Source: an optimization exercise on an open RTL-to-GDS flow (aim: small area, a short achievable clock period and few clock cycles per item). Production flows keep margins and buffers that such runs may drop. Only simulation tests tie the RTL to the original design; equivalence was not proved. Power and IR drop assume default switching activity.

### flow/flow/run.sh
#!/bin/bash
# The standard layout, with the port buffers set to the library's smallest
# plain buffer (buffer_ports otherwise picks a delay cell) and the settings
# below passed to the ORFS make.
set -euo pipefail
export BUFFER_PORTS_ARGS="-buffer_cell sky130_fd_sc_hd__buf_1"

bash standard.sh > standard.log 2>&1
### flow/standard.sh
#!/bin/bash
# synth_recipe.tcl (not shown) runs the flow's synth.tcl, then flattens the netlist and writes it again
# the make line also repeats each setting of config.mk as NAME=value (left out here)
make -C /OpenROAD-flow-scripts/flow DESIGN_CONFIG=/design/flow/config.mk WORK_HOME=/design/flow/orfs CLKGATE_MAP_FILE= SYNTH_SCRIPT=/design/flow/synth_recipe.tcl "${@:-finish}"
### flow/config.mk
export PLATFORM = sky130hd
export DESIGN_NAME = unpipelined_divider
export DESIGN_NICKNAME = unpipelined_divider
export VERILOG_FILES = /design/flow/design.v
export SDC_FILE = /design/flow/constraint.sdc
export NUM_CORES = 4
export LEC_CHECK = 0
export CAP_MARGIN = 20
export CORE_MARGIN = 2
export CORE_UTILIZATION = 40
export CTS_BUF_LIST = sky130_fd_sc_hd__clkbuf_4 sky130_fd_sc_hd__clkbuf_8
export SETUP_SLACK_MARGIN = 1.0
export SLEW_MARGIN = 20
### flow/constraint.sdc
create_clock -name core_clock -period 4.0 [get_ports {clk}]
set_input_delay 0.8000 -clock core_clock [delete_from_list [all_inputs] [get_ports {clk}]]
set_output_delay 0.8000 -clock core_clock [all_outputs]
set_load 0.01 [all_outputs]
### flow/design.v
module unpipelined_divider #
(
    parameter N = 32
)
(
    input wire [N-1:0] dividend,
    input wire [N-1:0] divisor,
    input wire start,
    input wire rst,
    input wire clk,
    output wire [N-1:0] quotient,
    output wire [N-1:0] remainder,
    output reg done
);
    reg [N-1:0] rem_reg;    
    reg [N-1:0] dq_reg;     
    reg [4:0]   cnt;        
    reg         busy;
    wire d_nz = |divisor;
    wire sk3 = (|divisor[31:24]) | (d_nz & ~(|dividend[31:8]));
    wire sk2 = (|divisor[31:16]) | (d_nz & ~(|dividend[31:16]));
    wire sk1 = (|divisor[31:8])  | (d_nz & ~(|dividend[31:24]));
    wire [1:0] sh = sk3 ? 2'd3 : sk2 ? 2'd2 : sk1 ? 2'd1 : 2'd0;
    wire [2*N-1:0] load = {{N{1'b0}}, dividend} << {sh, 3'b000};
    wire [N:0] t = {rem_reg, dq_reg[N-1]};
    wire [N-1:0] r_step;
    wire ge;
    div_step #(.N(N)) step (.t(t), .divisor(divisor), .r(r_step), .ge(ge));
    always @(posedge clk) begin
        if (start) begin
            rem_reg <= load[2*N-1:N];
            dq_reg  <= load[N-1:0];
        end else begin
            rem_reg <= r_step;
            dq_reg  <= {dq_reg[N-2:0], ge};
        end
    end
    always @(posedge clk or posedge rst) begin
        if (rst) begin
            busy <= 1'b0;
            done <= 1'b0;
            cnt  <= 5'd0;
        end else begin
            done <= busy && (cnt == 5'd31);
            if (start) begin
                busy <= 1'b1;
                cnt  <= {sh, 3'b000};
            end else if (busy) begin
                cnt <= cnt + 5'd1;
                if (cnt == 5'd31) busy <= 1'b0;
            end
        end
    end
    assign quotient  = dq_reg;
    assign remainder = rem_reg;
endmodule
module div_step #(parameter N = 32) (
    input  wire [N:0]   t,
    input  wire [N-1:0] divisor,
    output wire [N-1:0] r,
    output wire         ge
);
    wire [N-1:0] p = ~(t[N-1:0] ^ divisor);
    wire [N-1:0] g0 = t[N-1:0] & ~divisor;
    wire [N-1:0] gi = {g0[N-1:1], g0[0] | p[0]};
    wire [N-1:0] G [0:5];
    wire [N-1:0] P [0:5];
    assign G[0] = gi;
    assign P[0] = p;
    genvar l, i;
    generate
        for (l = 0; l < 5; l = l + 1) begin : lvl
            for (i = 0; i < N; i = i + 1) begin : bitp
                if ((i >> l) & 1) begin : comb
                    assign G[l+1][i] = G[l][i] | (P[l][i] & G[l][((i >> l) << l) - 1]);
                    assign P[l+1][i] = P[l][i] & P[l][((i >> l) << l) - 1];
                end else begin : pass
                    assign G[l+1][i] = G[l][i];
                    assign P[l+1][i] = P[l][i];
                end
            end
        end
    endgenerate
    wire [N-1:0] cin  = {G[5][N-2:0], 1'b1};
    wire [N-1:0] diff = p ^ cin;
    assign       ge   = t[N] | G[5][N-1];
    assign r = ge ? diff : t[N-1:0];
endmodule
==> results.txt, run 1 <==
status=complete, no violations; combinational share of power=29.1%; Fill cells=approximately 1.2k; DPL Wire Length=11.5 mm; area after detailed placement=0.00543 mm²; worst slew pin tran=662 ps; R2R depth=11; Initial Utilization=about 40%; CTS Buf Count=9; Synth cell types=63; Max Fclk=339 MHz; GPL Wtd Cong=0.943; first-pass GRT wire length=roughly 22 mm; Post-route DRC=0; antenna cells=0; setup TNS=0 ps; Hold Vio Cnt, Final=0; WP data arrival=roughly 3200 ps; clock tree root driver cell=clkbuf_8; I/O Pins=about 130; flops & latches, synth=71; clock buffer depth=2; CP max FO=15; crit-path cells=buf_1, ha_1, fa_2, nand2b_4, a21o_1, a211o_4, a31oi_4, a21o_1, buf_6, mux2i_2, o22ai_1; vias per cell=approximately 5.5; Synth Instances=553; CTS clk-pin slew, worst paths=80 ps; Sw Share=about a third; share of layout cells above drive strength 1=9.13%; CP Data Required Time=between 4000 and 5000 ps; EDFF count, synth=0; max-slew violations=0; later-pin clock latency in the skew report=around 360 ps; PwrDens=between 300 and 400 mW/mm²; die area=0.0129 mm²; Max-cap violations=0; Mapped Area=0.00480 mm²; CTS Hold Bufs=0; Wirelength per Cell=approximately 17 µm; Die X=114 µm; most frequent cells in the layout=buf_1, dfxtp_1, inv_1; Mean Syn Cell Area=8.68 µm²; Seq/Total Area, Yosys=between 30% and 40%; nets@finish=790; final instance area=approximately 0.0057 mm²; ANT nets after route=0; Cell Int Power=1.29 mW; global route overflow=0; reg-to-reg critical path startpoint=dq_reg[31]$_DFF_P_; share of the synthesized area in the top cell type=roughly a quarter; Hold WS=322 ps; RR Endpoint=rem_reg[10]$_DFF_P_; slowest CP cell=a211o_4; Seq pwr share=between 40% and 50%; Row Count=40; Async S/R FF share, synth=under 10%; Syn Nets=658; Main synth FF type=dfxtp_1; FF/Latch Area=0.00146 mm²; R2R setup slack=1150 ps; Placed Cells=roughly 820; slowest stage delay, CP=between 300 and 400 ps; worst rel slew slack=approximately 56%; critical path class=input port to flop; Chip Height=114 µm; Worst setup endpoint=rem_reg[10]$_DFF_P_; H-tree levels=3; worst min path class=input port to async pin; Net Sw Power=about 0.67 mW; clock share of power=29.9%; commonest non-fill, non-tap cell in the layout=buf_1; core area=0.0119 mm²; Clock Sinks=71; leakage power=roughly 2.5 nW; CP startpoint kind=input port; CTS tree=yes; crit path from=divisor[0]; GRT Total Usage=roughly 22%; Area contributors post-synth=dfxtp_1, mux2i_1, ha_1, a21oi_1, inv_1; Area Overhead vs Synth=19.3%; Final Cycle Share=roughly three quarters; Total Routed Length=roughly 14 mm; top cell type by total area after synthesis=dfxtp_1; Final min period=2950 ps; CP Capture Type=flop; initial drt markers=~290; antenna violations before repair=0; Power Total=a little under 2 mW; Port Buffers=roughly 130; pin count of the biggest net entering global routing=about 50; fin cells=between 800 and 900; vias in the first global route=4424; CP most frequent cell=a21o_1; Worst VDD drop=between 0.15 and 0.2 mV; final setup fails=0; Synth warnings=2; Fin Clk Skew=approximately 10 ps; Vias=4622; Detailed Routing Iterations Pass 1=5; area of the multi-input gates=0.00307 mm²; RSZ-0062 raised after global routing=yes
-- worst max-delay path, delay by kind of cell --
family	cells	cell delay (ps)
fa+ha+maj	2	560
mux	1	250
simple gates	1	160
compound gates	5	1120
buf+inv	2	280
-- through the flow --
stage / utilization (%) / worst slack (ps)
3_5_place_dp: 45.8 / 566
2_1_floorplan: - / 960
4_1_cts: 47.6 / 1000
3_3_place_gp: 45.8 / 654
6_report: 48.3 / 1050
5_1_grt: 48.3 / 944
-- timing repair --
action                                  4_1_cts  5_1_grt
endpoints found under the setup margin        3       31
resized for setup                             2       11
pin swaps                                     0        4
setup buffers                                 0        4
-- power groups by stage --
stage / sequential [mW] / clock, mW / combinational [mW]
final: 0.805 / 0.586 / 0.570
after global routing: 0.811 / 0.628 / 0.629
after CTS: 0.805 / 0.597 / 0.555
after detailed placement: 0.821 / 0 / 0.549
after global placement: 0.821 / 0 / 0.543
after floorplan: 0.829 / 0 / 0.359
-- cell type report --
cell class | instances | area share, %
sequential | 71 | 25.4
timing repair buffer | 144 | 10.8
clock buffer | 10 | 2.29
clock inverter | 6 | 1.22
inverter | 52 | 3.41
tap | 147 | 3.21
multi-input combinational | 407 | 53.6
-- logic make-up (layout without fill, tap and decap cells) --
logic type	count (synthesis)	after routing	share of synthesized area [%]
DFF	71	71	30.3
and+or+nand+nor	136	136	13.8
AOI/OAI and AO/OA	153	153	22.0
adders and majority gates	38	38	10.7
muxes	59	59	12.6
xor gates and xnor gates	21	21	3.83
buffers and inverters	75	212	6.83
-- layer usage --
layer  track usage, %  share of wire, %  up-vias
met3             3.83               6.4       24
met4             8.29               2.7        0
met1             28.3                44     2148
met2             37.1                47      173
li1                 -                 -     2277
met5                0                 0        -
-- cells in the mapped netlist (all sizes together), types with 2 or more instances --
library cell	n
o22ai	9
a211oi	3
nor3	3
nor2	44
nand2b	5
fa	5
and2	5
nand4	7
a21oi	49
and3	6
a221oi	8
a21boi	2
mux2i	48
xor2	11
xnor2	10
o21ai	23
a31o	2
mux2	11
nor4	16
dfxtp	64
o211ai	4
o21a	4
dfrtp	7
buf	15
inv	52
nand3	10
or3	4
nand2	33
clkbuf	8
a21o	10
nor2b	2
a32oi	2
a22o	8
a31oi	8
o2bb2ai	9
ha	33
-- how the worst min path moves through the flow --
stage	to	slack, ps	cells past startpoint	from
6_report	busy$_DFF_PP0_	320	2	rst
2_1_floorplan	dq_reg[10]$_DFF_P_	490	1	dq_reg[9]$_DFF_P_
3_3_place_gp	dq_reg[10]$_DFF_P_	450	1	dq_reg[9]$_DFF_P_
4_1_cts	done$_DFF_PP0_	320	2	rst
3_5_place_dp	dq_reg[11]$_DFF_P_	450	1	dq_reg[10]$_DFF_P_
5_1_grt	cnt[2]$_DFFE_PP0P_	340	2	rst
Testbench counts, summed over its fixed seeds: cycles 10,456, items 512.
==> run 2: changes to the inputs <==
--- a/flow/config.mk
+++ b/flow/config.mk
@@ -5,6 +5,7 @@
 export SDC_FILE = /design/flow/constraint.sdc
 export NUM_CORES = 4
 export LEC_CHECK = 0
+export ABC_AREA = 1
 export CAP_MARGIN = 20
 export CORE_MARGIN = 2
 export CORE_UTILIZATION = 40
==> results.txt, run 2 <==
clock tree root driver cell=clkbuf_8; GRT Total Usage=23.6% (+1.6 points); most frequent cells in the layout=nand2_1, nand3_1, inv_1; area of the multi-input gates=0.00336 mm² (+9.4%); Detailed Routing Iterations Pass 1=5 (unchanged); leakage power=3.37 nW (+36%); Mapped Area=0.00551 mm² (+15%); Area contributors post-synth=dfxtp_1, nand2_1, nand3_1, inv_1, ha_1; PwrDens=584 mW/mm² (+71%); Max Fclk=356 MHz (+5.1%); later-pin clock latency in the skew report=370 ps (about the same); Main synth FF type=dfxtp_1; GR Util met1=32.4% (+4.1 points); ANT nets after route=0 (unchanged); FF/Latch Area=0.00146 mm² (unchanged); Total Routed Length=16.8 mm (+17%); first-pass GRT wire length=27.3 mm (+23%); Area Overhead vs Synth=15.8%; RSZ-0062 raised after global routing=no; GPL Wtd Cong=0.887 (-6.0%); DPL Wire Length=12.8 mm (+11%); met3 GRT Util=4.09% (+0.26 points); initial drt markers=438 (+53%); CP most frequent cell=nand2_1; antenna violations before repair=0 (unchanged); final setup fails=0 (unchanged); Fin Clk Skew=10.1 ps (-0.340 ps); Port Buffers=131 (unchanged); busiest metal layer after global routing=met2; R2R depth=16 (+5); vias in the first global route=5462 (+23%); Initial Utilization=41.3% (+0.80 points); CTS Buf Count=9 (unchanged); Chip Height=121 µm (+6.9%); worst slew pin tran=633 ps (-28.6 ps); Hold Vio Cnt, Final=0 (unchanged); CP Data Required Time=4310 ps (+80 ps); CP startpoint kind=input port; Max-cap violations=0 (unchanged); worst rel slew slack=57.7% (+1.8 points); Row Count=42 (+5.0%); clock buffer depth=2 (unchanged); flops & latches, synth=71 (unchanged); Wirelength per Cell=14.2 µm (-18%); Synth Instances=881 (+59%); Seq/Total Area, Yosys=26.4% (-3.9 points); commonest non-fill, non-tap cell in the layout=nand2_1; Syn Nets=986 (+50%); max-slew violations=0 (unchanged); Final Cycle Share=70.2% (-3.6 points); setup TNS=0 ps (unchanged); top cell type by total area after synthesis=dfxtp_1; WP data arrival=3120 ps (-60 ps); die area=0.0147 mm² (+14%); Mean Syn Cell Area=6.25 µm² (-28%); I/O Pins=132 (unchanged); Post-route DRC=0 (unchanged); status=complete, no violations; vias per cell=4.99 (-9.7%); Vias=5926 (+28%); Async S/R FF share, synth=9.86% (unchanged); Hold WS=316 ps (-5.86 ps); CTS tree=yes; Die X=121 µm (+6.9%); slowest stage delay, CP=320 ps (-50 ps); pin count of the biggest net entering global routing=38 (-22%); slowest CP cell=buf_4; Fill cells=1542 (+31%); Synth warnings=2 (unchanged); top-count cell post-synth=nand2_1; crit-path cells=buf_1, nor2_1, nand2_1, nor2_1, nand2_1, inv_1, nand2_1, nand2_2, nand3_2, buf_4, nand2_1, nand3_1, nand2_1; nets@finish=1112 (+41%); CTS clk-pin slew, worst paths=90 ps (about the same); EDFF count, synth=0 (unchanged); Worst VDD drop=0.240 mV (+24%); share of layout cells above drive strength 1=5.04% (-4.1 points); critical path class=input port to flop; antenna cells=0 (unchanged); core area=0.0133 mm² (+13%); Clock Sinks=71 (unchanged); global route overflow=0 (unchanged); H-tree levels=3 (unchanged); GRT met2 Usage=38.4% (+1.4 points); CP max FO=34 (+19); Synth cell types=37 (-41%); worst min path class=input port to async pin; synth cell count leaders=nand2_1, nand3_1, inv_1; Final min period=2810 ps (-144 ps); CP Capture Type=flop; share of the synthesized area in the top cell type=23.3% (-3.4 points)
-- run 2: cell count changes after synthesis, sizes merged, moves of 18 or more --
cell / change
nand4: +27
mux2i: -48
nand3: +151
a21oi: -18
nand2: +230
inv: +93
nor2: +22
-- run 2: critical path, delay by kind of cell --
kind,cells,cell delay [ps]
simple gates,10,1750
buf+inv,3,540
-- run 2: area by class of cell --
class                           count  share of cell area [%]
Timing Repair Buffer              141                    8.89
Tap cell                          176                    3.45
Clock buffer                       10                    2.16
Inverter                          148                    8.73
Multi-Input combinational cell    636                    52.7
Clock inverter                      6                    1.20
Sequential cell                    71                    22.8
-- run 2: per-stage QoR --
stage	power, mW	setup slack (ps)	area [µm²]	utilization, %	std cells
after global routing	4.10	995	6380	47.8	1188
final	3.72	1190	6380	47.8	1188
after detailed placement	3.02	583	6100	45.7	1166
after floorplan	2.53	1160	5510	-	881
after global placement	3.02	670	6100	45.7	1166
after CTS	3.68	1070	6330	47.4	1183
-- run 2: cell families (layout without fill, tap and decap cells) --
family	Yosys count	in the layout	share of synthesized area, %
and+or+nand+nor	535	536	44.1
buffers and inverters	175	305	12.9
DFF	71	71	26.4
AOI/OAI and AO/OA	54	54	6.00
adders and majority gates	38	38	9.31
xor gates and xnor gates	8	8	1.27
-- run 2: final timing paths --
check | from | endpoint | slack [ps]
worst max-delay path | divisor[8] | rem_reg[10]$_DFF_P_ | 1190
worst min-delay path | rst | done$_DFF_PP0_ | 320
worst max register to register | dq_reg[31]$_DFF_P_ | rem_reg[19]$_DFF_P_ | 1340
worst min register to register | dq_reg[9]$_DFF_P_ | dq_reg[10]$_DFF_P_ | 460
max in group asynchronous | rst | cnt[0]$_DFFE_PP0P_ | 3460
min in group core_clock | dq_reg[9]$_DFF_P_ | dq_reg[10]$_DFF_P_ | 460
-- run 2: timing repair --
action                                  CTS  global route
buffers inserted                          0             5
hold endpoints to repair                  0             0
hold buffers                              0             0
pin swaps                                 1             1
gates resized for setup                   0             2
gates cloned                              1             0
endpoints found under the setup margin    3            33
-- run 2: power by group --
group	leakage, nW	total (mW)	switching, mW	internal (mW)
Clock	0.109	0.644	0.327	0.316
Sequential	0.611	1.05	0.178	0.875
Combinational	2.65	2.03	1.27	0.758
-- run 2: layer usage --
layer | vias to the layer above | wire length, µm
met1 | 2631 | 7940
met2 | 184 | 7630
li1 | 3088 | -
met4 | 0 | 297
met3 | 23 | 959
met5 | - | 0
==> run 3: changes to the inputs <==
--- a/flow/config.mk
+++ b/flow/config.mk
@@ -5,10 +5,9 @@
 export SDC_FILE = /design/flow/constraint.sdc
 export NUM_CORES = 4
 export LEC_CHECK = 0
-export ABC_AREA = 1
 export CAP_MARGIN = 20
 export CORE_MARGIN = 2
-export CORE_UTILIZATION = 40
+export CORE_UTILIZATION = 70
 export CTS_BUF_LIST = sky130_fd_sc_hd__clkbuf_4 sky130_fd_sc_hd__clkbuf_8
 export SETUP_SLACK_MARGIN = 1.0
 export SLEW_MARGIN = 20
==> results.txt, run 3 <==
worst slew pin tran=709 ps (+76.1 ps); initial drt markers=461 (+5.3%); Port Buffers=131 (unchanged); GPL Wtd Cong=1.01 (+14%); commonest non-fill, non-tap cell in the layout=buf_1; Mapped Area=0.00480 mm² (-13%); top cell type by total area after synthesis=dfxtp_1; ANT nets after route=0 (unchanged); CP startpoint kind=input port; Detailed Routing Iterations Pass 1=5 (unchanged); Area contributors post-synth=dfxtp_1, mux2i_1, ha_1, a21oi_1, inv_1; Post-route DRC=0 (unchanged); I/O Pins=132 (unchanged); RSZ-0062 raised after global routing=yes; CP Capture Type=flop; Synth Instances=553 (-37%); crit path from=divisor[11]; Hold Vio Cnt, Final=0 (unchanged); DPL Wire Length=10.8 mm (-16%); synth cell count leaders=dfxtp_1, inv_1, mux2i_1; Post-Synth Adder-Cell Area=10.7% (+1.4 points); Async S/R FF share, synth=9.86% (unchanged); core area=0.00672 mm² (-50%); Syn Nets=658 (-33%); area of the multi-input gates=0.00311 mm² (-7.5%); antenna violations before repair=0 (unchanged); Total Routed Length=15.2 mm (-9.6%); Mean Syn Cell Area=8.68 µm² (+39%); CP max FO=6 (-82%); nets@finish=796 (-28%); reg-to-reg critical path startpoint=dq_reg[31]$_DFF_P_; simple-gate share of the synthesized area=13.8% (-30 points); EDFF count, synth=0 (unchanged); Area Overhead vs Synth=20.8%; FF/Latch Area=0.00146 mm² (unchanged); xor/xnor cell area share of the yosys netlist=3.83% (+2.6 points); Max-cap violations=0 (unchanged); worst min path class=input port to async pin; Synth cell types=63 (+70%); WP data arrival=3180 ps (+60 ps); PwrDens=367 mW/mm² (-37%); slowest stage delay, CP=360 ps (+40 ps); Vias=5137 (-13%); crit-path cells=buf_1, inv_1, ha_2, a21o_1, a221o_1, o21ai_4, a31oi_4, buf_6, nand2b_4, a31oi_1, nor3b_1, nor4_1; Synth warnings=2 (unchanged); Row Count=30 (-29%); antenna cells=0 (unchanged); CTS Buf Count=9 (unchanged); top-count cell post-synth=dfxtp_1; final instance area=0.00580 mm² (-9.0%); largest family of logic cells by synthesized area=compound AO/OA/AOI/OAI gates; CTS tree=yes; H-tree levels=3 (unchanged); later-pin clock latency in the skew report=350 ps (-20 ps); GRT Total Usage=39.4% (+16 points); slowest CP cell=a221o_1; Max Fclk=336 MHz (-5.6%); Main synth FF type=dfxtp_1; Seq/Total Area, Yosys=30.3% (+3.9 points); final setup fails=0 (unchanged); post-synthesis mux area share=12.6% (+13 points); clock buffer depth=2 (unchanged); setup TNS=0 ps (unchanged); pin count of the biggest net entering global routing=49 (+29%); Fin Clk Skew=9.50 ps (-0.612 ps); CP bufs+invs=3 (unchanged); share of the synthesized area in the top cell type=26.7% (+3.4 points); family with the most delay on the worst path=compound AO/OA/AOI/OAI gates; Chip Height=86.8 µm (-28%); leakage power=2.54 nW (-25%); Final min period=2970 ps (+167 ps); first-pass GRT wire length=22.9 mm (-16%); max-slew violations=0 (unchanged); area after detailed placement=0.00534 mm² (-12%); CP Data Required Time=4210 ps (-100 ps); CTS clk-pin slew, worst paths=80 ps (about the same); Power Total=2.13 mW (-43%); Fill cells=389 (-75%); global route overflow=0 (unchanged); Final Cycle Share=74.4% (+4.2 points); vias in the first global route=4696 (-14%); Wirelength per Cell=19.6 µm (+38%); status=complete, no violations; Die X=86.8 µm (-28%); Initial Utilization=71.5% (+30 points); Clock Sinks=71 (unchanged); die area=0.00754 mm² (-49%); post-synthesis compound-gate area fraction=22.0% (+16 points); flops & latches, synth=71 (unchanged); Worst VDD drop=0.299 mV (+24%); most frequent cells in the layout=buf_1, dfxtp_1, inv_1; critical path class=input port to flop; worst rel slew slack=52.7% (-5.0 points); share of layout cells above drive strength 1=10.5% (+5.4 points); vias per cell=6.62 (+33%); clock tree root driver cell=clkbuf_8
[run 3: cell types whose count changed after synthesis, sizes merged, moves of 18 or more]
| cell | before | now |
|---|---|---|
| a21oi | 31 | 49 |
| inv | 145 | 52 |
| mux2i | 0 | 48 |
| nand2 | 263 | 33 |
| nand3 | 161 | 10 |
| nand4 | 34 | 7 |
| nor2 | 66 | 44 |
[run 3: per-layer routing]
metal / vias up / GRT usage [%] / share of wire, %
li1: 2288 / - / -
met1: 2385 / 47.2 / 38
met2: 365 / 66.5 / 48
met3: 99 / 5.33 / 8.0
met4: 0 / 24.1 / 6.0
met5: - / 0 / 0
[run 3: through the flow]
step	hold WS, ps	util [%]	cells	setup slack [ps]
2_1_floorplan	488	-	553	960
5_1_grt	367	86.3	776	898
3_5_place_dp	455	79.5	749	507
6_report	331	86.3	776	1030
4_1_cts	336	84.2	769	1000
3_3_place_gp	445	79.5	749	575
[run 3: cell families (layout without fill, tap and decap cells)]
| family | count (synthesis) | count (layout) |
|---|---|---|
| compound gates | 153 | 153 |
| simple gates | 136 | 136 |
| buf+inv | 75 | 218 |
| flops | 71 | 71 |
| mux | 59 | 59 |
| fa+ha+maj | 38 | 38 |
| xor+xnor | 21 | 21 |
[run 3: layout make-up]
| cell class | count | share of cell area [%] |
|---|---|---|
| timing repair buffer | 150 | 11.8 |
| sequential | 71 | 25.1 |
| inverter | 52 | 3.36 |
| multi-input combinational | 407 | 53.6 |
| clock inverter | 5 | 1.83 |
| clock buffer | 11 | 2.50 |
| tap | 80 | 1.73 |
[run 3: power breakdown]
part / internal (mW) / switching, mW
combinational: 0.248 / 0.357
sequential: 0.759 / 0.0497
clock: 0.439 / 0.277
[run 3: path summary, 6_finish.rpt]
path | end | slack [ps] | depth (start not counted)
max in group asynchronous | done$_DFF_PP0_ | 3460 | 2
min | cnt[3]$_DFFE_PP0P_ | 330 | 2
max | rem_reg[26]$_SDFF_PP0_ | 1030 | 12
min reg2reg | dq_reg[21]$_DFF_P_ | 470 | 2
max reg2reg | rem_reg[21]$_DFF_P_ | 1160 | 12
min in group core_clock | dq_reg[21]$_DFF_P_ | 470 | 2
[run 3: repair_timing]
action	4_1_cts	5_1_grt
hold buffers	0	0
gates cloned	0	1
setup buffers	4	6
setup endpoints to repair	34	44
gates resized for setup	5	15
pin swaps	4	10
[run 3: worst reg2reg max path: stages (launching register included)]
cell and delay, ps:
dfxtp_1 380, inv_1 60, ha_1 190, fa_2 340, nand2b_4 150, a21o_1 190
a211o_4 370, a31oi_4 220, buf_4 160, a21o_4 170, buf_12 150, mux2i_1 240
o21ai_1 100
==> run 4: changes to the inputs <==
--- a/flow/config.mk
+++ b/flow/config.mk
@@ -7,7 +7,7 @@
 export LEC_CHECK = 0
 export CAP_MARGIN = 20
 export CORE_MARGIN = 2
-export CORE_UTILIZATION = 70
+export CORE_UTILIZATION = 55
 export CTS_BUF_LIST = sky130_fd_sc_hd__clkbuf_4 sky130_fd_sc_hd__clkbuf_8
 export SETUP_SLACK_MARGIN = 1.0
 export SLEW_MARGIN = 20
==> results.txt, run 4 <==
flops & latches, synth=71 (unchanged); Max-cap violations=0 (unchanged); R2R depth=12 (unchanged); Placed Cells=778 (+3.9%); top cell type by total area after synthesis=dfxtp_1; worst min path class=input port to async pin; CTS tree=yes; GRT Total Usage=29.3% (-10 points); CP Data Required Time=4320 ps (+110 ps); Detailed Routing Iterations Pass 1=5 (unchanged); critical path class=input port to flop; share of the synthesized area in the top cell type=26.7% (unchanged); Async S/R FF share, synth=9.86% (unchanged); status=complete, no violations; Synth warnings=2 (unchanged); nets@finish=789 (-0.88%); Port Buffers=131 (unchanged); R2R setup slack=1240 ps (+80 ps); Area Overhead vs Synth=18.1%; Mapped Area=0.00480 mm² (unchanged); Total Routed Length=14.3 mm (-5.7%); vias per cell=5.93 (-10%); DPL Wire Length=11.0 mm (+2.7%); CP Capture Type=flop; H-tree levels=3 (unchanged); PwrDens=346 mW/mm² (-5.8%); top-count cell post-synth=dfxtp_1; commonest non-fill, non-tap cell in the layout=buf_1; CTS Buf Count=9 (unchanged); max-slew violations=0 (unchanged); area after detailed placement=0.00537 mm² (+0.56%); Chip Height=97.4 µm (+12%); CTS clk-pin slew, worst paths=100 ps (+20 ps); fin cells=797 (+2.7%); pin count of the biggest net entering global routing=49 (unchanged); GPL Wtd Cong=0.929 (-8.2%); CP startpoint kind=input port; Row Count=34 (+13%); Final min period=2900 ps (-78.8 ps); first-pass GRT wire length=22.3 mm (-2.4%); core area=0.00859 mm² (+28%); synth cell count leaders=dfxtp_1, inv_1, mux2i_1; Clock Sinks=71 (unchanged); worst slew pin tran=764 ps (+55.2 ps); antenna violations before repair=0 (unchanged); global route overflow=0 (unchanged); WP data arrival=3210 ps (+30 ps); later-pin clock latency in the skew report=370 ps (+20 ps); final setup fails=0 (unchanged); Fin Clk Skew=19.8 ps (+10.3 ps); RR Endpoint=rem_reg[23]$_DFF_P_; Area contributors post-synth=dfxtp_1, mux2i_1, ha_1, a21oi_1, inv_1; initial drt markers=262 (-43%); setup TNS=0 ps (unchanged); leakage power=2.48 nW (-2.6%); Worst VDD drop=0.207 mV (-31%); Syn Nets=658 (unchanged); EDFF count, synth=0 (unchanged); die area=0.00949 mm² (+26%); Final Cycle Share=72.4% (-2.0 points); worst rel slew slack=49.0% (-3.7 points); Post-route DRC=0 (unchanged); vias in the first global route=4552 (-3.1%); reg-to-reg critical path startpoint=dq_reg[31]$_DFF_P_; Synth cell types=63 (unchanged); RSZ-0062 raised after global routing=yes; Max Fclk=345 MHz (+2.7%); final instance area=0.00567 mm² (-2.3%); Die X=97.4 µm (+12%); clock tree root driver cell=clkbuf_8; most frequent cells in the layout=buf_1, dfxtp_1, inv_1; Synth Instances=553 (unchanged); I/O Pins=132 (unchanged); Main synth FF type=dfxtp_1; clock buffer depth=2 (unchanged); Wirelength per Cell=18.0 µm (-8.2%); Hold Vio Cnt, Final=0 (unchanged); Vias=4728 (-8.0%); antenna cells=0 (unchanged); CP max FO=5 (-1); ANT nets after route=0 (unchanged); Seq/Total Area, Yosys=30.3% (unchanged); share of layout cells above drive strength 1=9.29% (-1.2 points); Mean Syn Cell Area=8.68 µm² (unchanged); Initial Utilization=55.9% (-16 points)
run 4: cell counts after synthesis:
Identical to the previous run, type by type.
run 4: worst max-delay path: stages:
cell	delay [ps]
buf_1	90
inv_1	50
ha_1	340
a21o_1	190
a221o_1	400
o21ai_4	260
a31oi_4	140
buf_4	160
nand2b_4	160
a211oi_2	260
mux2i_1	210
o311a_1	170
run 4: logic make-up after synthesis:
| kind of cell | share of synthesized area, % |
|---|---|
| muxes | 12.6 |
| buffers and inverters | 6.83 |
| xor gates and xnor gates | 3.83 |
| DFF | 30.3 |
| adders and majority gates | 10.7 |
| and+or+nand+nor | 13.8 |
| AOI/OAI and AO/OA | 22.0 |
run 4: metal layers:
layer | vias up | track usage (%) | share of wire (%)
met4 | 0 | 12.3 | 2.8
li1 | 2279 | - | -
met5 | - | 0 | 0
met3 | 31 | 4.10 | 5.3
met1 | 2245 | 37.3 | 43
met2 | 173 | 49.9 | 49
run 4: per-stage QoR:
step                hold slack (ps)  setup slack [ps]  power (mW)  utilization, %
floorplan                       488               960        1.19               -
global placement                441               584        1.36            62.5
detailed placement              446               508        1.36            62.5
CTS                             322              1040        1.94            65.1
global route                    351               996        2.06            66.0
finish                          310              1100        1.96            66.0
run 4: report_power, final:
group	switching, mW	leakage, nW	internal [mW]	total [mW]
Sequential	0.0449	0.610	0.758	0.803
Combinational	0.338	1.77	0.237	0.575
Clock	0.336	0.101	0.247	0.582
run 4: layout make-up:
type / instances / area (µm²)
multi-input combinational: 407 / 3090
fill: 779 / 2930
sequential: 71 / 1460
timing repair buffer: 143 / 591
inverter: 52 / 195
tap: 108 / 135
clock buffer: 9 / 124
clock inverter: 7 / 73.8
run 4: worst max path at each step:
stage / start / to / slack [ps] / depth (start not counted)
2_1_floorplan: divisor[0] / rem_reg[18]$_DFF_P_ / 960 / 10
3_3_place_gp: divisor[0] / rem_reg[29]$_SDFF_PP0_ / 580 / 12
3_5_place_dp: divisor[0] / rem_reg[19]$_DFF_P_ / 510 / 11
4_1_cts: divisor[0] / rem_reg[29]$_SDFF_PP0_ / 1040 / 12
5_1_grt: divisor[15] / rem_reg[2]$_DFF_P_ / 1000 / 9
6_report: divisor[13] / rem_reg[31]$_SDFF_PP0_ / 1100 / 12
run 4: what timing repair did:
item                                    4_1_cts  5_1_grt
endpoints found under the setup margin       24       35
hold endpoints to repair                      0        0
setup buffers                                 2        1
hold buffers                                  0        0
pin swaps                                     2        3
gates resized for setup                       3       11
==> run 5: changes to the inputs <==
--- a/flow/flow/run.sh
+++ b/flow/flow/run.sh
@@ -4,5 +4,5 @@
 # below passed to the ORFS make.
 set -euo pipefail
 export BUFFER_PORTS_ARGS="-buffer_cell sky130_fd_sc_hd__buf_1"
-
+export RECOVER_POWER=50
 bash standard.sh > standard.log 2>&1
==> results.txt, run 5 <==
status=finished with violations; Failed Checks=max-capacitance violations, max-slew violations; share of layout cells above drive strength 1=9.00% (-0.29 points); Die X=97.4 µm (unchanged); Total Routed Length=14.4 mm (about the same); Mapped Area=0.00480 mm² (unchanged); area of the multi-input gates=0.00309 mm² (unchanged); Synth Instances=553 (unchanged); Fin Clk Skew=20.2 ps (+0.387 ps); first-pass GRT wire length=22.3 mm (unchanged); Syn Nets=658 (unchanged); Max-cap violations=1 (+1); CTS clk-pin slew, worst paths=100 ps (about the same); Worst VDD drop=0.209 mV (+1.2%); CP most frequent cell=a21oi_1; flops & latches, synth=71 (unchanged); CP Data Required Time=4180 ps (-140 ps); slowest CP cell=ha_1; GPL Wtd Cong=0.929 (unchanged); die area=0.00949 mm² (unchanged); worst slew pin tran=2070 ps (+1300 ps); Post-route DRC=0 (unchanged); Main synth FF type=dfxtp_1; DPL Wire Length=11.0 mm (unchanged); Detailed Routing Iterations Pass 1=5 (unchanged); area after detailed placement=0.00537 mm² (unchanged); synth cell count leaders=dfxtp_1, inv_1, mux2i_1; final setup fails=0 (unchanged); CTS Buf Count=9 (unchanged); R2R depth=11 (-1); nets@finish=789 (unchanged); vias in the first global route=4552 (unchanged); critical path class=input port to flop; Port Buffers=131 (unchanged); setup TNS=0 ps (unchanged); top-count cell post-synth=dfxtp_1; clock buffer depth=2 (unchanged); CTS tree=yes; Row Count=34 (unchanged); leakage power=2.47 nW (-0.31%); core area=0.00859 mm² (unchanged); CP bufs+invs=3 (unchanged); slowest stage delay, CP=360 ps (-40 ps); family with the most delay on the worst path=compound AO/OA/AOI/OAI gates; R2R setup slack=1220 ps (-20 ps); WP data arrival=3130 ps (-80 ps); CP max FO=13 (+8); final instance area=0.00566 mm² (about the same); Initial Utilization=55.9% (unchanged); Vias=4724 (-0.085%); vias per cell=5.93 (about the same); Clock Sinks=71 (unchanged); Wirelength per Cell=18.0 µm (about the same); FF/Latch Area=0.00146 mm² (unchanged); Synth warnings=2 (unchanged); max-slew violations=48 (+48); Area contributors post-synth=dfxtp_1, mux2i_1, ha_1, a21oi_1, inv_1; ANT nets after route=0 (unchanged); EDFF count, synth=0 (unchanged); Async S/R FF share, synth=9.86% (unchanged); Area Overhead vs Synth=18.0% (about the same); CP Capture Type=flop; Final min period=2950 ps (+53.9 ps); Chip Height=97.4 µm (unchanged); later-pin clock latency in the skew report=370 ps (about the same); I/O Pins=132 (unchanged); share of the synthesized area in the top cell type=26.7% (unchanged); pin count of the biggest net entering global routing=49 (unchanged); top cell type by total area after synthesis=dfxtp_1; crit-path cells=buf_1, inv_1, ha_1, a21o_1, a21oi_1, o211ai_1, o2bb2ai_1, a21o_2, buf_4, o21ai_0, a21oi_1; clock tree root driver cell=clkbuf_8; reg-to-reg critical path startpoint=dq_reg[31]$_DFF_P_; antenna violations before repair=0 (unchanged); Mean Syn Cell Area=8.68 µm² (unchanged); antenna cells=0 (unchanged); Synth cell types=63 (unchanged); Seq/Total Area, Yosys=30.3% (unchanged); initial drt markers=209 (-20%); Hold Vio Cnt, Final=0 (unchanged); Fill cells=780 (+0.13%); Max Fclk=339 MHz (-1.8%); global route overflow=0 (unchanged); commonest non-fill, non-tap cell in the layout=buf_1; worst min path class=input port to async pin; GRT Total Usage=29.3% (unchanged); most frequent cells in the layout=buf_1, dfxtp_1, inv_1; RSZ-0062 raised after global routing=yes; RR Endpoint=rem_reg[25]$_SDFF_PP0_; CP startpoint kind=input port; PwrDens=346 mW/mm² (+0.13%); worst rel slew slack=-37.8% (-87 points); Final Cycle Share=73.7% (+1.3 points); H-tree levels=3 (unchanged)
run 5: cell counts after synthesis:
Identical to the previous run, type by type.
run 5: worst max-delay path by stage:
stage                     start                      to  slack [ps]  cells past startpoint
global placement     divisor[0]  rem_reg[29]$_SDFF_PP0_         580                     12
global route        divisor[15]      rem_reg[2]$_DFF_P_         910                      9
finish              divisor[25]      rem_reg[4]$_DFF_P_        1050                     11
detailed placement   divisor[0]     rem_reg[19]$_DFF_P_         510                     11
CTS                  divisor[0]  rem_reg[29]$_SDFF_PP0_        1040                     12
floorplan            divisor[0]     rem_reg[18]$_DFF_P_         960                     10
run 5: power by group:
part / total, mW / switching (mW) / internal, mW
clock: 0.584 / 0.337 / 0.247
combinational: 0.574 / 0.338 / 0.236
sequential: 0.803 / 0.0444 / 0.758
run 5: routing by layer:
layer,share of wire (%),vias up,track usage (%)
met3,5.4,30,4.10
met5,0,-,0
met1,43,2260,37.3
met2,49,159,49.9
met4,2.8,0,12.3
li1,-,2275,-
run 5: through the flow:
step / total power, mW / setup slack [ps] / utilization, % / instances / hold slack, ps
after floorplan: 1.19 / 960 / - / 553 / 488
after global placement: 1.36 / 584 / 62.5 / 778 / 441
after detailed placement: 1.36 / 508 / 62.5 / 778 / 446
after CTS: 1.94 / 1040 / 65.1 / 796 / 322
after global routing: 2.06 / 908 / 65.9 / 797 / 351
final: 1.96 / 1050 / 65.9 / 797 / 309
run 5: final cells by class:
type	count	share of cell area (%)
inverter	52	3.45
multi-input combinational	407	54.6
sequential	71	25.7
tap	108	2.39
clock buffer	9	2.19
clock inverter	7	1.30
timing repair buffer	143	10.3
run 5: timing repair:
action                     CTS  global route
hold buffers                 0             0
setup buffers                2             1
setup endpoints to repair   24            35
pin swaps                    2             3
hold endpoints to repair     0             0
resized for setup            3            11
run 5: cell families after synthesis:
kind of cell / share of synthesized area [%]
compound gates: 22.0
xor+xnor: 3.83
fa+ha+maj: 10.7
buf+inv: 6.83
flops: 30.3
mux: 12.6
simple gates: 13.8
==> run 6: changes to the inputs <==
--- a/flow/flow/run.sh
+++ b/flow/flow/run.sh
@@ -4,5 +4,5 @@
 # below passed to the ORFS make.
 set -euo pipefail
 export BUFFER_PORTS_ARGS="-buffer_cell sky130_fd_sc_hd__buf_1"
-export RECOVER_POWER=50
+
 bash standard.sh > standard.log 2>&1
--- a/flow/config.mk
+++ b/flow/config.mk
@@ -9,5 +9,6 @@
 export CORE_MARGIN = 2
 export CORE_UTILIZATION = 55
 export CTS_BUF_LIST = sky130_fd_sc_hd__clkbuf_4 sky130_fd_sc_hd__clkbuf_8
+export PLACE_DENSITY = 0.8
 export SETUP_SLACK_MARGIN = 1.0
 export SLEW_MARGIN = 20
==> results.txt, run 6 <==
Row Count=34 (unchanged); later-pin clock latency in the skew report=370 ps (about the same); Vias=4902 (+3.8%); Synth Instances=553 (unchanged); Final min period=2970 ps (+18.6 ps); Seq/Total Area, Yosys=30.3% (unchanged); Chip Height=97.4 µm (unchanged); busiest metal layer after global routing=met2; EDFF count, synth=0 (unchanged); antenna violations before repair=0 (unchanged); Wirelength per Cell=18.2 µm (+1.0%); leakage power=2.52 nW (+2.0%); Area Overhead vs Synth=20.6%; Detailed Routing Iterations Pass 1=5 (unchanged); RSZ-0062 raised after global routing=yes; Initial Utilization=55.9% (unchanged); GRT Total Usage=29.7% (+0.44 points); top cell type by total area after synthesis=dfxtp_1; Post-route DRC=0 (unchanged); CP max FO=5 (-8); Power Total=1.98 mW (+1.1%); share of layout cells above drive strength 1=11.0% (+2.0 points); GRT met2 Usage=51.6% (+1.7 points); H-tree levels=3 (unchanged); worst min path class=input port to async pin; critical path class=input port to flop; core area=0.00859 mm² (unchanged); Final Cycle Share=74.2% (+0.46 points); Core Util, Final=67.4% (+1.5 points); Fin Clk Skew=16.5 ps (-3.71 ps); CP Data Required Time=4280 ps (+100 ps); crit path from=divisor[0]; Total Routed Length=14.6 mm (+2.0%); Max Fclk=337 MHz (-0.63%); GR Util met1=36.3% (-0.96 points); Die X=97.4 µm (unchanged); setup TNS=0 ps (unchanged); Area contributors post-synth=dfxtp_1, mux2i_1, ha_1, a21oi_1, inv_1; antenna cells=0 (unchanged); reg-to-reg critical path startpoint=dq_reg[31]$_DFF_P_; max-slew violations=0 (-100%); vias per cell=6.09 (+2.7%); status=complete, no violations; Port Buffers=131 (unchanged); nets@finish=797 (+1.0%); most frequent cells in the layout=buf_1, dfxtp_1, inv_1; die area=0.00949 mm² (unchanged); pre-CTS setup slack=509 ps (+0.951 ps); Synth cell types=63 (unchanged); Syn Nets=658 (unchanged); worst rel slew slack=41.4% (+79 points); Max-cap violations=0 (-1); area after detailed placement=0.00537 mm² (about the same); Worst VDD drop=0.269 mV (+28%); ANT nets after route=0 (unchanged); CTS Buf Count=9 (unchanged); Worst setup endpoint=rem_reg[26]$_SDFF_PP0_; fin cells=805 (+1.0%); CP startpoint kind=input port; CTS clk-pin slew, worst paths=90 ps (about the same); vias in the first global route=4681 (+2.8%); clock buffer depth=2 (unchanged); WP data arrival=3240 ps (+110 ps); first-pass GRT wire length=22.8 mm (+2.2%); met3 GRT Util=6.33% (+2.2 points); I/O Pins=132 (unchanged); DPL Wire Length=11.2 mm (+1.0%); R2R depth=12 (+1); share of the synthesized area in the top cell type=26.7% (unchanged); Async S/R FF share, synth=9.86% (unchanged); Placed Cells=776 (-0.26%); Main synth FF type=dfxtp_1; top-count cell post-synth=dfxtp_1; synth cell count leaders=dfxtp_1, inv_1, mux2i_1; final instance area=0.00579 mm² (+2.2%); R2R setup slack=1170 ps (-50 ps); Mapped Area=0.00480 mm² (unchanged); global route overflow=0 (unchanged); CP Capture Type=flop; Hold WS=327 ps (+18.6 ps); GPL Wtd Cong=0.937 (+0.84%); clock tree root driver cell=clkbuf_8; commonest non-fill, non-tap cell in the layout=buf_1; Hold Vio Cnt, Final=0 (unchanged); Synth warnings=2 (unchanged); pin count of the biggest net entering global routing=49 (unchanged); setup ws final=1030 ps (-18.6 ps); Mean Syn Cell Area=8.68 µm² (unchanged); final setup fails=0 (unchanged); RR Endpoint=rem_reg[26]$_SDFF_PP0_; initial drt markers=309 (+48%); CTS tree=yes; PwrDens=343 mW/mm² (-1.1%); Clock Sinks=71 (unchanged); flops & latches, synth=71 (unchanged); worst slew pin tran=878 ps (-1190 ps)
run 6: critical path, stage by stage:
cell	delay [ps]
buf_1	100
ha_1	210
fa_2	340
nand2b_4	160
a21o_1	190
a211o_4	380
a31oi_4	260
buf_4	150
nand2b_4	150
a31oi_2	120
nor3b_2	180
nor4_1	200
run 6: power breakdown:
group / internal, mW / switching [mW] / leakage, nW
logic: 0.243 / 0.348 / 1.81
registers: 0.758 / 0.0479 / 0.610
clock network: 0.289 / 0.297 / 0.0956
run 6: routing by layer:
| layer | share of wire (%) | routed length (µm) | vias to the layer above |
|---|---|---|---|
| li1 | - | - | 2293 |
| met1 | 40 | 5880 | 2334 |
| met2 | 49 | 7220 | 229 |
| met3 | 7.7 | 1130 | 46 |
| met4 | 2.8 | 408 | 0 |
| met5 | 0 | 0 | - |
run 6: layout make-up:
| cell class | count | area, µm² |
|---|---|---|
| Multi-Input combinational cell | 407 | 3140 |
| Fill cell | 711 | 2800 |
| Sequential cell | 71 | 1460 |
| Timing Repair Buffer | 151 | 668 |
| Inverter | 52 | 195 |
| Tap cell | 108 | 135 |
| Clock buffer | 9 | 124 |
| Clock inverter | 7 | 72.6 |
run 6: cell families after synthesis:
kind of cell / count (synthesis) / synth area share [%]
muxes: 59 / 12.6
AOI/OAI and AO/OA: 153 / 22.0
and+or+nand+nor: 136 / 13.8
buffers and inverters: 75 / 6.83
xor gates and xnor gates: 21 / 3.83
DFF: 71 / 30.3
adders and majority gates: 38 / 10.7
run 6: worst min-delay path by stage:
stage / start / endpoint / cells past startpoint
floorplan: dq_reg[9]$_DFF_P_ / dq_reg[10]$_DFF_P_ / 1
global placement: dq_reg[11]$_DFF_P_ / dq_reg[12]$_DFF_P_ / 1
detailed placement: dq_reg[12]$_DFF_P_ / dq_reg[13]$_DFF_P_ / 1
CTS: rst / done$_DFF_PP0_ / 2
global route: rst / cnt[2]$_DFFE_PP0P_ / 2
finish: rst / cnt[2]$_DFFE_PP0P_ / 2
run 6: what timing repair did:
| item | CTS | global route |
|---|---|---|
| hold buffers | 0 | 0 |
| gates resized for setup | 2 | 19 |
| endpoints found under the hold margin | 0 | 0 |
| setup buffers | 5 | 8 |
| setup endpoints to repair | 26 | 34 |
| pin swaps | 2 | 9 |
==> run 7: changes to the inputs <==
--- a/flow/config.mk
+++ b/flow/config.mk
@@ -9,6 +9,6 @@
 export CORE_MARGIN = 2
 export CORE_UTILIZATION = 55
 export CTS_BUF_LIST = sky130_fd_sc_hd__clkbuf_4 sky130_fd_sc_hd__clkbuf_8
-export PLACE_DENSITY = 0.8
 export SETUP_SLACK_MARGIN = 1.0
 export SLEW_MARGIN = 20
+export TNS_END_PERCENT = 20
==> results.txt, run 7 <==
Syn Nets=658 (unchanged); clock buffer depth=2 (unchanged); CTS Buf Count=9 (unchanged); global route overflow=0 (unchanged); CP Data Required Time=4240 ps (-40 ps); GRT Total Usage=28.1% (-1.6 points); PwrDens=341 mW/mm² (-0.56%); vias per cell=5.83 (-4.3%); crit-path cells=buf_1, nor4_1, nand4_1, a21oi_2, buf_4, mux2i_1, inv_1, a221oi_1, a21oi_1; Final min period=2970 ps (+1.38 ps); Chip Height=97.4 µm (unchanged); nets@finish=791 (-0.75%); top-count cell post-synth=dfxtp_1; core area=0.00859 mm² (unchanged); flops & latches, synth=71 (unchanged); Detailed Routing Iterations Pass 1=4 (-1); Worst VDD drop=0.260 mV (-3.3%); slowest CP cell=nor4_1; Fin Clk Skew=14.2 ps (-2.31 ps); Port Buffers=131 (unchanged); Area Overhead vs Synth=17.9%; CTS clk-pin slew, worst paths=90 ps (about the same); final setup fails=0 (unchanged); Wirelength per Cell=17.3 µm (-4.8%); Max Fclk=337 MHz (about the same); setup TNS=0 ps (unchanged); CP Capture Type=flop; ANT nets after route=0 (unchanged); CTS tree=yes; Clock Sinks=71 (unchanged); EDFF count, synth=0 (unchanged); Final Cycle Share=74.2% (about the same); share of layout cells above drive strength 1=9.41% (-1.6 points); worst slew pin tran=728 ps (-150 ps); clock tree root driver cell=clkbuf_8; Fill cells=788 (+11%); slowest stage delay, CP=650 ps (+270 ps); Post-route DRC=0 (unchanged); RSZ-0062 raised after global routing=yes; GPL Wtd Cong=0.949 (+1.3%); leakage power=2.48 nW (-1.7%); Seq/Total Area, Yosys=30.3% (unchanged); initial drt markers=148 (-52%); die area=0.00949 mm² (unchanged); CP max FO=24 (+19); CP startpoint kind=input port; Max-cap violations=0 (unchanged); share of the synthesized area in the top cell type=26.7% (unchanged); Synth Instances=553 (unchanged); antenna cells=0 (unchanged); worst min path class=input port to async pin; R2R depth=12 (unchanged); Mapped Area=0.00480 mm² (unchanged); WP data arrival=3210 ps (-30 ps); Die X=97.4 µm (unchanged); Area contributors post-synth=dfxtp_1, mux2i_1, ha_1, a21oi_1, inv_1; Synth warnings=2 (unchanged); antenna violations before repair=0 (unchanged); Hold Vio Cnt, Final=0 (unchanged); Mean Syn Cell Area=8.68 µm² (unchanged); critical path class=input port to flop; Row Count=34 (unchanged); top cell type by total area after synthesis=dfxtp_1; Main synth FF type=dfxtp_1; DPL Wire Length=10.8 mm (-3.0%); vias in the first global route=4309 (-7.9%); I/O Pins=132 (unchanged); CTS Hold Bufs=0 (unchanged); later-pin clock latency in the skew report=360 ps (about the same); most frequent cells in the layout=buf_1, dfxtp_1, inv_1; first-pass GRT wire length=21.4 mm (-6.2%); status=complete, no violations; synth cell count leaders=dfxtp_1, inv_1, mux2i_1; H-tree levels=3 (unchanged); max-slew violations=0 (unchanged); Initial Utilization=55.9% (unchanged); Power Total=1.93 mW (-2.8%); pin count of the biggest net entering global routing=41 (-16%); Synth cell types=63 (unchanged); commonest non-fill, non-tap cell in the layout=buf_1; worst rel slew slack=51.0% (+9.6 points); Vias=4656 (-5.0%); Total Routed Length=13.8 mm (-5.5%); Async S/R FF share, synth=9.86% (unchanged)
[run 7: cell counts after synthesis]
Identical to the previous run, type by type.
[run 7: worst max-delay path: cells and delay by family]
| family | cells | cell delay [ps] |
|---|---|---|
| buffers and inverters | 3 | 480 |
| multiplexers | 1 | 270 |
| AO/OA/AOI/OAI | 3 | 710 |
| AND/OR/NAND/NOR | 2 | 930 |
[run 7: where the power goes]
group,internal [mW],switching [mW]
combinational,0.233,0.335
clock,0.238,0.319
sequential,0.758,0.0441
[run 7: cell type report]
| type | instances | area (µm²) | share of cell area (%) |
|---|---|---|---|
| Clock inverter | 7 | 61.3 | 1.08 |
| Multi-Input combinational cell | 407 | 3090 | 54.6 |
| Inverter | 52 | 195 | 3.45 |
| Clock buffer | 9 | 124 | 2.19 |
| Tap cell | 108 | 135 | 2.39 |
| Timing Repair Buffer | 145 | 599 | 10.6 |
| Sequential cell | 71 | 1460 | 25.7 |
[run 7: final timing paths]
kind	endpoint	start	slack, ps
min in group core_clock	dq_reg[13]$_DFF_P_	dq_reg[12]$_DFF_P_	470
max reg2reg	rem_reg[15]$_DFF_P_	dq_reg[31]$_DFF_P_	1210
min reg2reg	dq_reg[13]$_DFF_P_	dq_reg[12]$_DFF_P_	470
min	cnt[2]$_DFFE_PP0P_	rst	320
max	rem_reg[1]$_DFF_P_	divisor[15]	1030
max in group asynchronous	done$_DFF_PP0_	rst	3460
[run 7: repair_timing]
action | CTS | global route
pin swaps | 0 | 2
resized for setup | 1 | 11
buffers inserted | 0 | 3
cloned | 0 | 1
setup endpoints to repair | 12 | 31
[run 7: cells by family after synthesis]
kind of cell / Yosys count / synth area share [%]
xor gates and xnor gates: 21 / 3.83
DFF: 71 / 30.3
buffers and inverters: 75 / 6.83
muxes: 59 / 12.6
AOI/OAI and AO/OA: 153 / 22.0
and+or+nand+nor: 136 / 13.8
adders and majority gates: 38 / 10.7
[run 7: stage by stage]
stage | setup slack [ps] | hold WS (ps) | instance area (µm²) | instances | util, %
global placement | 632 | 440 | 5380 | 779 | 62.6
detailed placement | 564 | 444 | 5380 | 779 | 62.6
floorplan | 960 | 488 | 4800 | 553 | -
finish | 1030 | 325 | 5660 | 799 | 65.9
CTS | 966 | 328 | 5570 | 795 | 64.8
global route | 918 | 357 | 5660 | 799 | 65.9
[run 7: routing by layer]
layer | vias up | wire (µm) | track usage, %
met2 | 165 | 6540 | 45.8
li1 | 2285 | - | -
met3 | 30 | 898 | 5.04
met5 | - | 0 | 0
met1 | 2176 | 5970 | 36.5
met4 | 0 | 428 | 12.5
==> run 8: changes to the inputs <==
--- a/flow/config.mk
+++ b/flow/config.mk
@@ -9,6 +9,7 @@
 export CORE_MARGIN = 2
 export CORE_UTILIZATION = 55
 export CTS_BUF_LIST = sky130_fd_sc_hd__clkbuf_4 sky130_fd_sc_hd__clkbuf_8
+export CTS_CLUSTER_DIAMETER = 200
+export CTS_CLUSTER_SIZE = 40
 export SETUP_SLACK_MARGIN = 1.0
 export SLEW_MARGIN = 20
-export TNS_END_PERCENT = 20
==> results.txt, run 8 <==
status=complete, no violations; Mean Syn Cell Area=8.68 µm² (unchanged); CTS clk-pin slew, worst paths=100 ps (about the same); global route overflow=0 (unchanged); I/O Pins=132 (unchanged); pin count of the biggest net entering global routing=49 (+20%); most frequent cells in the layout=buf_1, dfxtp_1, inv_1; max-slew violations=0 (unchanged); Mapped Area=0.00480 mm² (unchanged); Vias=4728 (+1.5%); Seq pwr share=41.0% (-0.6 points); CP Data Required Time=4320 ps (+80 ps); area after detailed placement=0.00537 mm² (-0.14%); Post-route DRC=0 (unchanged); worst min path class=input port to async pin; Initial Utilization=55.9% (unchanged); Sw Share=36.7% (+0.43 points); worst rel slew slack=49.0% (-2.0 points); initial drt markers=262 (+77%); synth cell count leaders=dfxtp_1, inv_1, mux2i_1; FF/Latch Area=0.00146 mm² (unchanged); worst slew pin tran=764 ps (+36.8 ps); vias per cell=5.93 (+1.8%); share of layout cells above drive strength 1=9.29% (-0.12 points); share of the synthesized area in the top cell type=26.7% (unchanged); Max Fclk=345 MHz (+2.6%); core area=0.00859 mm² (unchanged); Placed Cells=778 (-0.13%); top cell type by total area after synthesis=dfxtp_1; final instance area=0.00567 mm² (+0.15%); leakage power=2.48 nW (about the same); Hold Vio Cnt, Final=0 (unchanged); antenna violations before repair=0 (unchanged); Wirelength per Cell=18.0 µm (+3.9%); commonest non-fill, non-tap cell in the layout=buf_1; PwrDens=346 mW/mm² (+1.5%); Syn Nets=658 (unchanged); Net Sw Power=0.719 mW (+2.9%); EDFF count, synth=0 (unchanged); Main synth FF type=dfxtp_1; CTS tree=yes; CP Capture Type=flop; later-pin clock latency in the skew report=370 ps (about the same); CP startpoint kind=input port; CTS Buf Count=9 (unchanged); GPL Wtd Cong=0.929 (-2.1%); Final min period=2900 ps (-73.9 ps); setup ws final=1100 ps (+73.9 ps); vias in the first global route=4552 (+5.6%); Clock Sinks=71 (unchanged); Row Count=34 (unchanged); CP max FO=5 (-79%); area of the multi-input gates=0.00309 mm² (+0.16%); fin cells=797 (-0.25%); flops & latches, synth=71 (unchanged); combinational share of power=29.3% (-0.2 points); Cell Int Power=1.24 mW (+1.0%); Die X=97.4 µm (unchanged); Fin Clk Skew=19.8 ps (+5.63 ps); critical path class=input port to flop; Area Overhead vs Synth=18.1%; nets@finish=789 (-0.25%); Total Routed Length=14.3 mm (+3.7%); Chip Height=97.4 µm (unchanged); top-count cell post-synth=dfxtp_1; ANT nets after route=0 (unchanged); Synth cell types=63 (unchanged); WP data arrival=3210 ps (about the same); pre-CTS setup slack=508 ps (-55.8 ps); Port Buffers=131 (unchanged); Area contributors post-synth=dfxtp_1, mux2i_1, ha_1, a21oi_1, inv_1; clock share of power=29.7% (+0.8 points); RSZ-0062 raised after global routing=yes; clock tree root driver cell=clkbuf_8; Seq/Total Area, Yosys=30.3% (unchanged); Worst VDD drop=0.207 mV (-20%); DPL Wire Length=11.0 mm (+2.0%); final setup fails=0 (unchanged); Detailed Routing Iterations Pass 1=5 (+1); Synth Instances=553 (unchanged); GRT Total Usage=29.3% (+1.2 points); Power Total=1.96 mW (+1.7%); Final Cycle Share=72.4% (-1.8 points); Max-cap violations=0 (unchanged); clock buffer depth=2 (unchanged); Fill cells=779 (-1.1%); Async S/R FF share, synth=9.86% (unchanged); die area=0.00949 mm² (unchanged); Synth warnings=2 (unchanged); first-pass GRT wire length=22.3 mm (+4.4%); antenna cells=0 (unchanged); H-tree levels=3 (unchanged); setup TNS=0 ps (unchanged)
## run 8: logic make-up after synthesis
| family | count (synthesis) | share of synthesized area, % |
|---|---|---|
| AO/OA/AOI/OAI | 153 | 22.0 |
| multiplexers | 59 | 12.6 |
| buffers and inverters | 75 | 6.83 |
| adder cells (fa/ha/maj) | 38 | 10.7 |
| AND/OR/NAND/NOR | 136 | 13.8 |
| XOR/XNOR | 21 | 3.83 |
| flip-flops | 71 | 30.3 |
## run 8: per-stage QoR
step / hold WS [ps] / utilization [%]
after floorplan: 488 / -
after global placement: 441 / 62.5
after detailed placement: 446 / 62.5
after CTS: 322 / 65.1
after global routing: 351 / 66.0
final: 310 / 66.0
## run 8: path summary, 6_finish.rpt
| path | cells after the start | slack, ps | startpoint | endpoint |
|---|---|---|---|---|
| setup reg to reg | 12 | 1240 | dq_reg[31]$_DFF_P_ | rem_reg[23]$_DFF_P_ |
| max in group asynchronous | 2 | 3480 | rst | busy$_DFF_PP0_ |
| min in group core_clock | 1 | 460 | dq_reg[13]$_DFF_P_ | dq_reg[14]$_DFF_P_ |
| hold reg to reg | 1 | 460 | dq_reg[13]$_DFF_P_ | dq_reg[14]$_DFF_P_ |
| hold / removal | 2 | 310 | rst | cnt[2]$_DFFE_PP0P_ |
| setup / recovery | 12 | 1100 | divisor[13] | rem_reg[31]$_SDFF_PP0_ |
## run 8: timing repair
action,4_1_cts,5_1_grt
resized for setup,3,11
hold buffers,0,0
buffers inserted,2,1
endpoints found under the setup margin,24,35
pin swaps,2,3
## run 8: power groups by stage
stage | Clock, mW | Combinational [mW] | Sequential [mW]
2_1_floorplan | 0 | 0.359 | 0.829
3_3_place_gp | 0 | 0.540 | 0.818
3_5_place_dp | 0 | 0.545 | 0.819
4_1_cts | 0.590 | 0.551 | 0.803
5_1_grt | 0.619 | 0.630 | 0.810
6_report | 0.582 | 0.575 | 0.803
## run 8: critical path, cell delays in order
cell	delay, ps
buf_1	90
inv_1	50
ha_1	340
a21o_1	190
a221o_1	400
o21ai_4	260
a31oi_4	140
buf_4	160
nand2b_4	160
a211oi_2	260
mux2i_1	210
o311a_1	170
## run 8: per-layer routing
metal | GRT usage [%] | wire length [µm]
met3 | 4.10 | 754
met4 | 12.3 | 396
met2 | 49.9 | 7020
met5 | 0 | 0
met1 | 37.3 | 6170
## run 8: area by class of cell
cell class                 instances  share of cell area [%]
clock buffer                       9                    2.19
timing repair buffer             143                    10.4
sequential                        71                    25.7
clock inverter                     7                    1.30
tap                              108                    2.38
inverter                          52                    3.44
multi-input combinational        407                    54.6
==> run 9: changes to the inputs <==
--- a/flow/config.mk
+++ b/flow/config.mk
@@ -9,7 +9,5 @@
 export CORE_MARGIN = 2
 export CORE_UTILIZATION = 55
 export CTS_BUF_LIST = sky130_fd_sc_hd__clkbuf_4 sky130_fd_sc_hd__clkbuf_8
-export CTS_CLUSTER_DIAMETER = 200
-export CTS_CLUSTER_SIZE = 40
-export SETUP_SLACK_MARGIN = 1.0
+export SETUP_SLACK_MARGIN = 1.1
 export SLEW_MARGIN = 20
==> results.txt, run 9 <==
CP Capture Type=flop; nets@finish=806 (+2.2%); CTS clk-pin slew, worst paths=90 ps (about the same); Worst setup endpoint=rem_reg[18]$_DFF_P_; pin count of the biggest net entering global routing=49 (unchanged); clock buffer depth=2 (unchanged); Post-route DRC=0 (unchanged); CP startpoint kind=input port; GRT Total Usage=29.3% (-0.047 points); I/O Pins=132 (unchanged); Syn Nets=658 (unchanged); DPL Wire Length=10.6 mm (-4.0%); Detailed Routing Iterations Pass 1=4 (-1); leakage power=2.59 nW (+4.6%); final instance area=0.00602 mm² (+6.2%); worst slew pin tran=662 ps (-102 ps); top-count cell post-synth=dfxtp_1; Area Overhead vs Synth=25.4%; clock tree root driver cell=clkbuf_8; Total Routed Length=14.3 mm (-0.41%); Hold WS=326 ps (+15.8 ps); vias per cell=5.84 (-1.6%); Seq/Total Area, Yosys=30.3% (unchanged); Main synth FF type=dfxtp_1; Final min period=2890 ps (-6.97 ps); Max-cap violations=0 (unchanged); commonest non-fill, non-tap cell in the layout=buf_1; initial drt markers=226 (-14%); Vias=4753 (+0.53%); die area=0.00949 mm² (unchanged); Synth warnings=2 (unchanged); CP Data Required Time=4250 ps (-70 ps); Power Total=2.08 mW (+6.3%); later-pin clock latency in the skew report=360 ps (about the same); antenna cells=0 (unchanged); Chip Height=97.4 µm (unchanged); Wirelength per Cell=17.5 µm (-2.5%); Async S/R FF share, synth=9.86% (unchanged); Mean Syn Cell Area=8.68 µm² (unchanged); vias in the first global route=4535 (-0.37%); Die X=97.4 µm (unchanged); crit path from=divisor[0]; ANT nets after route=0 (unchanged); Fin Clk Skew=18.9 ps (-0.889 ps); final setup fails=0 (unchanged); Port Buffers=131 (unchanged); EDFF count, synth=0 (unchanged); area after detailed placement=0.00539 mm² (+0.42%); Synth cell types=63 (unchanged); PwrDens=346 mW/mm² (about the same); RR Endpoint=rem_reg[18]$_DFF_P_; worst min path class=input port to async pin; worst rel slew slack=55.9% (+6.8 points); synth cell count leaders=dfxtp_1, inv_1, mux2i_1; max-slew violations=0 (unchanged); RSZ-0062 raised after global routing=yes; H-tree levels=3 (unchanged); GPL Wtd Cong=0.925 (-0.45%); Mapped Area=0.00480 mm² (unchanged); antenna violations before repair=0 (unchanged); Max Fclk=346 MHz (+0.24%); global route overflow=0 (unchanged); most frequent cells in the layout=buf_1, dfxtp_1, inv_1; flops & latches, synth=71 (unchanged); status=complete, no violations; share of layout cells above drive strength 1=14.4% (+5.2 points); setup ws final=1110 ps (+6.97 ps); R2R depth=11 (-1); core area=0.00859 mm² (unchanged); Fill cells=737 (-5.4%); CP max FO=7 (+2); Clock Sinks=71 (unchanged); top cell type by total area after synthesis=dfxtp_1; first-pass GRT wire length=22.6 mm (+1.3%); Initial Utilization=55.9% (unchanged); Hold Vio Cnt, Final=0 (unchanged); Area contributors post-synth=dfxtp_1, mux2i_1, ha_1, a21oi_1, inv_1; Worst VDD drop=0.178 mV (-14%); CTS Hold Bufs=0 (unchanged); CTS Buf Count=9 (unchanged); Synth Instances=553 (unchanged); pre-CTS setup slack=273 ps (-235 ps); Final Cycle Share=72.2% (-0.17 points); R2R setup slack=1190 ps (-50 ps); CTS tree=yes; share of the synthesized area in the top cell type=26.7% (unchanged); setup TNS=0 ps (unchanged); critical path class=input port to flop; Row Count=34 (unchanged); reg-to-reg critical path startpoint=dq_reg[31]$_DFF_P_; WP data arrival=3140 ps (-70 ps)
## run 9: cell types whose count changed in the layout (fill, tap and decap cells not counted), moves of 3 or more
cell,previous run,this run
buf_4,10,22
ha_4,1,7
ha_1,31,26
a21oi_1,46,43
buf_1,130,127
buf_6,2,5
## run 9: logic make-up after synthesis
logic type / synth area share, %
fa+ha+maj: 10.7
mux: 12.6
flops: 30.3
compound gates: 22.0
xor+xnor: 3.83
buf+inv: 6.83
simple gates: 13.8
## run 9: area by class of cell
type | count | area, µm² | share of cell area, %
multi-input combinational | 408 | 3250 | 54.1
clock buffer | 9 | 124 | 2.06
clock inverter | 7 | 103 | 1.70
sequential | 71 | 1460 | 24.2
inverter | 52 | 195 | 3.24
timing repair buffer | 159 | 753 | 12.5
tap | 108 | 135 | 2.24
## run 9: metal layers
| layer | GRT usage [%] | vias up | wire length [µm] |
|---|---|---|---|
| li1 | - | 2313 | - |
| met1 | 40.9 | 2262 | 6580 |
| met2 | 46.7 | 165 | 6680 |
| met3 | 5.54 | 13 | 884 |
| met4 | 7.59 | 0 | 134 |
| met5 | 0 | - | 0 |
## run 9: critical path, cell delays in order
cell and delay [ps]:
buf_6 100, ha_4 150, fa_2 330, nand2b_4 150, a21o_1 210, a211o_4 380
a31oi_4 260, a21oi_4 150, buf_6 150, a32o_1 240, a31o_2 200
## run 9: stage by stage
step	util (%)	std cells
global route	70.1	814
detailed placement	62.8	778
floorplan	-	553
finish	70.1	814
global placement	62.8	778
CTS	68.1	811
## run 9: power by group
part           total, mW  switching (mW)  internal (mW)
Combinational      0.611           0.345          0.266
Clock              0.667           0.309          0.358
Sequential         0.806          0.0470          0.758
Total               2.08           0.701           1.38
## run 9: worst min-delay path by stage
stage	start	to	slack, ps	depth (start not counted)
finish	rst	cnt[4]$_DFFE_PP0P_	330	2
detailed placement	dq_reg[9]$_DFF_P_	dq_reg[10]$_DFF_P_	450	1
CTS	rst	cnt[4]$_DFFE_PP0P_	330	2
floorplan	dq_reg[9]$_DFF_P_	dq_reg[10]$_DFF_P_	490	1
global route	rst	cnt[4]$_DFFE_PP0P_	350	2
global placement	dq_reg[11]$_DFF_P_	dq_reg[12]$_DFF_P_	450	1
## run 9: repair_timing
| action | in CTS | in global routing |
|---|---|---|
| cloned | 1 | 0 |
| pin swaps | 15 | 13 |
| buffers inserted | 16 | 3 |
| endpoints found under the setup margin | 55 | 52 |
| resized for setup | 17 | 25 |

[static timing again, ports no longer ideal]
The flow's constraints put no driver on any port. The routed layouts listed below were extracted and timed again, unchanged, in two steps.
Step 1 assumes that a clkbuf_16 drives the clock port and a buf_2 every other input.
Step 2 also shifts input and output timing later by t, the mid clock arrival at the registers, as if the neighbouring blocks saw the same clock.
Three values: ideal ports, drivers, drivers and shift; two values: the first two.
run | t (ns) | setup slack, ns | worst setup path after step 2 | clock arrival spread, ns
run 1 | 0.386 | 1.048 / 1.057 / 0.671 | input to register | 0.010 / 0.011
run 2 | 0.401 | 1.192 / 1.207 / 0.806 | input to register | 0.012 / 0.012
run 3 | 0.380 | 1.025 / 1.037 / 0.657 | input to register | 0.011 / 0.012
run 4 | 0.391 | 1.104 / 1.107 / 0.717 | input to register | 0.020 / 0.021
run 5 | 0.393 | 1.050 / 1.064 / 0.671 | input to register | 0.021 / 0.021
run 6 | 0.394 | 1.032 / 1.040 / 0.647 | input to register | 0.017 / 0.017
run 7 | 0.390 | 1.030 / 1.043 / 0.654 | input to register | 0.014 / 0.015
run 8 | 0.391 | 1.104 / 1.107 / 0.717 | input to register | 0.020 / 0.021
run 9 | 0.386 | 1.111 / 1.113 / 0.727 | input to register | 0.022 / 0.023
